Context: an optimization exercise on an open-source flow, tuned for small area. The choices shown serve that exercise and are no tape-out recipe. Function was checked by simulation only, so behaviour that the tests miss may differ from the original. Power figures rest on the tool's default switching activity, not on a simulated workload.

==> flow/design.v <==
module Mips (
    input clock,
    input reset,
    output [9:0] imem_addr,
    input [31:0] imem_data,
    output [9:0] dmem_addr,
    output [31:0] dmem_wdata,
    output dmem_we,
    input [31:0] dmem_rdata
);
    reg [4:0] ph;
    wire last = &ph;
    wire first = ~|ph;
    always @(posedge clock or negedge reset)
        if (!reset) ph <= 5'd0;
        else ph <= ph + 5'd1;
    reg init;
    always @(posedge clock or negedge reset)
        if (!reset) init <= 1'b1;
        else if (last) init <= 1'b0;
    wire [31:0] ins = imem_data;
    wire [5:0] op = ins[31:26];
    wire [5:0] fn = ins[5:0];
    wire [4:0] rs = ins[25:21];
    wire [4:0] rt = ins[20:16];
    wire [4:0] rd = ins[15:11];
    wire is_r   = (op == 6'h00);
    wire r_sll  = is_r & (fn == 6'h04);
    wire r_srl  = is_r & (fn == 6'h06);
    wire r_sra  = is_r & (fn == 6'h07);
    wire r_jr   = is_r & (fn == 6'h08);
    wire r_mult = is_r & (fn == 6'h18);
    wire r_addt = is_r & (fn[5:2] == 4'b1000);    
    wire r_logic = is_r & (fn[5:2] == 4'b1001);   
    wire i_j    = (op == 6'h02);
    wire i_br   = (op[5:2] == 4'b0001);           
    wire i_addt = (op[5:1] == 5'b00100);          
    wire i_logic = (op[5:2] == 4'b0011) & ~(op[1] & op[0]);  
    wire i_lw   = (op == 6'h23);
    wire i_sw   = (op == 6'h2b);
    wire use_imm = i_addt | i_logic | i_lw | i_sw;
    wire do_sub  = (r_addt & fn[1]) | i_br;
    wire trap    = (r_addt & ~fn[0]) | (i_addt & ~op[0]);
    wire is_add  = r_addt | i_addt;
    wire alu_wr  = r_addt | r_logic | i_addt | i_logic;
    wire [1:0] lsel = is_r ? fn[1:0] : op[1:0];
    wire shift   = r_sll | r_srl | r_sra;
    wire sb = ph[4] ? ins[15] : ins[ph[3:0]];
    reg cwe;           
    reg [4:0] crd;
    reg cA, cB, cS;    
    reg [4:0] X;       
    reg pend_sw;
    wire C;            
    wire [31:0] rout;
    wire wbit = C & ~init;
    genvar r;
    generate
        for (r = 0; r < 32; r = r + 1) begin : g_rf
            reg [31:0] q;
            wire we = init | (cwe & (crd == r));
            always @(posedge clock)
                q <= {we ? wbit : q[0], q[31:1]};
            assign rout[r] = q[0];
        end
    endgenerate
    wire fwdA = cwe & (crd == rs);
    wire fwdB = cwe & (crd == rt);
    wire a = ~init & (fwdA ? C : rout[rs]);
    wire b = ~init & (fwdB ? C : rout[rt]);
    wire op2 = use_imm ? sb : b;
    wire op2x = op2 ^ do_sub;
    reg cy;
    wire cin = first ? do_sub : cy;
    wire sum = a ^ op2x ^ cin;
    wire cout = (a & op2x) | (a & cin) | (op2x & cin);
    always @(posedge clock) cy <= cout;
    reg lo;
    always @(*)
        case (lsel)
            2'b00: lo = a & op2;
            2'b01: lo = a | op2;
            2'b10: lo = a ^ op2;
            default: lo = ~(a | op2);
        endcase
    wire alu_out = is_add ? sum : lo;
    wire V = alu_wr ? alu_out : b;
    reg neq;
    always @(posedge clock) neq <= (~first & neq) | (a ^ b);
    wire eq = ~(neq | (a ^ b));
    wire lt = a ^ op2x ^ cout;
    wire taken = (op[1:0] == 2'b00) ? eq :
                 (op[1:0] == 2'b01) ? ~eq :
                 (op[1:0] == 2'b10) ? (lt | eq) : ~(lt | eq);
    wire ovf = (a == op2x) & (sum != a);
    reg [9:0] PC;
    reg [9:0] DA;
    wire px = i_br & PC[ph[3:0]];
    reg tc;
    wire tcin = first ? i_br : tc;
    wire tbit = px ^ sb ^ tcin;
    always @(posedge clock) tc <= (px & sb) | (px & tcin) | (sb & tcin);
    wire win_lo = (ph < 5'd10);
    wire win_hi = (ph >= 5'd2) & (ph < 5'd12);
    wire da_en = (win_lo & (i_br | i_j | shift)) | (win_hi & (r_jr | i_lw | i_sw));
    wire din = (i_br | i_j) ? tbit : (i_lw | i_sw) ? sum : a;
    always @(posedge clock)
        if (da_en) DA <= {din, DA[9:1]};
    wire redirect = i_j | r_jr | (i_br & taken);
    always @(posedge clock or negedge reset)
        if (!reset) PC <= 10'd0;
        else if (last) PC <= redirect ? DA : PC + 10'd1;
    reg [31:0] RD;
    always @(posedge clock)
        if (last & i_lw) RD <= dmem_rdata;
        else RD <= {V, RD[31:1]};
    always @(posedge clock or negedge reset)
        if (!reset) begin
            cwe <= 1'b0;
            pend_sw <= 1'b0;
        end else if (last) begin
            cwe <= (alu_wr & ~(trap & ovf)) | i_lw | r_mult | shift;
            pend_sw <= i_sw;
        end
    always @(posedge clock)
        if (last) begin
            crd <= is_r ? rd : rt;
            cA <= r_mult | r_sll;
            cB <= r_srl | r_sra;
            cS <= r_sll | r_sra;
            X <= r_mult ? rs : DA[4:0];
        end
    wire u = cS ? (ph == X) : rout[X];
    wire v = RD[0];
    reg [15:0] MA, MB, R;
    reg [15:0] MAn, MBn, xr, yr;
    integer m;
    always @(*)
        for (m = 0; m < 16; m = m + 1) begin
            MAn[m] = (ph == m) ? u : MA[m];
            MBn[m] = (ph == m) ? v : MB[m];
            xr[m] = u & MB[m] & (ph > m);
            yr[m] = v & MAn[m] & (ph >= m);
        end
    wire [15:0] Rm = first ? 16'd0 : R;
    wire [16:0] tot = {1'b0, Rm} + {1'b0, xr} + {1'b0, yr};
    always @(posedge clock) begin
        MA <= MAn;
        MB <= MBn;
        R <= tot[16:1];
    end
    wire mul_out = tot[0];
    wire inrange = (ph <= ~X);
    reg Cprev;
    wire sh_out = inrange ? RD[X] : (cS & Cprev);
    assign C = cA ? mul_out : cB ? sh_out : RD[0];
    always @(posedge clock) Cprev <= C;
    assign imem_addr = PC;
    assign dmem_addr = DA;
    assign dmem_wdata = RD;
    assign dmem_we = pend_sw & first;
endmodule
Settings: LEC_CHECK=0, CAP_MARGIN=20, CORE_MARGIN=2, CORE_UTILIZATION=60, CTS_BUF_LIST=sky130_fd_sc_hd__clkbuf_16, CTS_CLUSTER_DIAMETER=60, CTS_CLUSTER_SIZE=36, SLEW_MARGIN=20; clock period 15.0 ns.
run.sh (not shown) runs the stock make flow with config.mk's settings and CLKGATE_MAP_FILE= SYNTH_SCRIPT=/design/flow/synth_recipe.tcl, a recipe that flattens the netlist after the stock synthesis.
Rerun with:
Settings changed: CORE_UTILIZATION 60 to 55, CTS_BUF_LIST sky130_fd_sc_hd__clkbuf_16 to sky130_fd_sc_hd__clkbuf_8, CTS_CLUSTER_DIAMETER 60 to 40, CTS_CLUSTER_SIZE 36 to 18.
Outcome: The changed run completed without violations. First-iteration DRC count came out higher by about 3%. Area after synthesis stays the same. Worst setup slack improves by 0.10 ns. Total power came out higher by about 10%. Sequential cell count is unchanged. Clock skew stays flat. Routed wire length came out higher by 0.43%. Die area came out higher by 8.9%. Global-route usage came out lower by 1.8 points.
Rerun with:
Settings changed: CORE_UTILIZATION 55 to 60, CTS_BUF_LIST sky130_fd_sc_hd__clkbuf_8 to sky130_fd_sc_hd__clkbuf_16, CTS_CLUSTER_DIAMETER 40 to 50, CTS_CLUSTER_SIZE 18 to 40.
Effect: The new run finished clean; area after synthesis stays the same; via count drops by 2.0%; sequential cell count stays the same; total power goes down by 0.52%; fmax drops by 1.3%; final cell count went down by 5.1%; count of clock-buffer cells in the layout came out lower by 47; final area shrinks by 0.65%; wire length goes up by 5.8%; worst setup slack got worse by 0.10 ns; die area fell by 8.2%.
Rerun with:
Settings changed: CORE_UTILIZATION 60 to 30, CTS_BUF_LIST sky130_fd_sc_hd__clkbuf_16 to unset, CTS_CLUSTER_DIAMETER 50 to unset, CTS_CLUSTER_SIZE 40 to unset.
What happened: Final cell count rises by 27%. Core utilization falls by 33 points. Clock-buffer cell count climbs by 81. Via count climbs by 2.5%. Die area climbs by 98%. Global-route usage came out lower by 10 points. Area after synthesis stays the same. Clock power is higher by 27%.
Rerun with:
Settings changed: CORE_UTILIZATION 30 to 55, CTS_BUF_LIST set to sky130_fd_sc_hd__clkbuf_16, CTS_CLUSTER_DIAMETER set to 60, CTS_CLUSTER_SIZE set to 30.
=>
- critical path depth does not change
- maximum frequency goes up by a few percent
- sequential cell count stays the same
- routed wire length goes down by a little under a tenth
- design area goes down by a little under a tenth
- sequential share of layout area goes up by 5.4 points
- first-iteration DRC count goes up by roughly a tenth
Rerun with:
==> flow/flow/run.sh (new file) <==
#!/bin/bash
set -euo pipefail
export BUFFER_PORTS_ARGS="-buffer_cell sky130_fd_sc_hd__buf_1"
export CTS_ARGS="-sink_clustering_enable -repair_clock_nets -sink_clustering_size 36 -sink_clustering_max_diameter 60 -buf_list sky130_fd_sc_hd__clkbuf_16 -dont_use_dummy_load"
bash standard.sh > standard.log 2>&1
==> flow/standard.sh (new file) <==
#!/bin/bash
# synth_recipe.tcl (not shown) runs the flow's synth.tcl, then flattens the netlist and writes it again
# the make line also repeats each setting of config.mk as NAME=value (left out here)
make -C /OpenROAD-flow-scripts/flow DESIGN_CONFIG=/design/flow/config.mk WORK_HOME=/design/flow/orfs CLKGATE_MAP_FILE= SYNTH_SCRIPT=/design/flow/synth_recipe.tcl "${@:-finish}"
Settings changed: CORE_UTILIZATION 55 to 60, CTS_BUF_LIST sky130_fd_sc_hd__clkbuf_16 to unset, CTS_CLUSTER_DIAMETER 60 to unset, CTS_CLUSTER_SIZE 30 to unset.
removed: flow/run.sh
Result: Synthesized cell count is unchanged; clock skew rose by 0.050 ns; final area shrinks by 3.7%; clock power drops by 13%.

==> port drivers added, routing unchanged <==
In the flow no input, the clock included, has a driving cell. The finished layouts below were timed again as built, in two steps. Step 1 assumes that a clkbuf_16 drives the clock port and a buf_2 every other input. Step 2 times the ports against the registers' clock, not the clock port: input delays grow and output delays shrink by t, the midpoint of the rising clock arrivals with the driver on. Three values: ideal ports, drivers, drivers and shift; two values: the first two.
run	t, ns	setup slack, ns	worst setup path after step 2
the first run	0.668	7.512 / 7.512 / 6.898	input to register
the second run	0.750	7.613 / 7.613 / 7.009	input to register
the third run	0.656	7.513 / 7.513 / 6.870	input to register
the fourth run	0.718	7.466 / 7.466 / 6.883	input to register
the fifth run	0.659	7.629 / 7.629 / 6.987	input to register
the sixth run	0.629	7.625 / 7.625 / 7.170	input to register
After both steps every run listed still meets setup and hold. For the third run, which loses most, drivers alone change the setup slack by 0.000 ns; drivers and shift together by -0.643 ns.
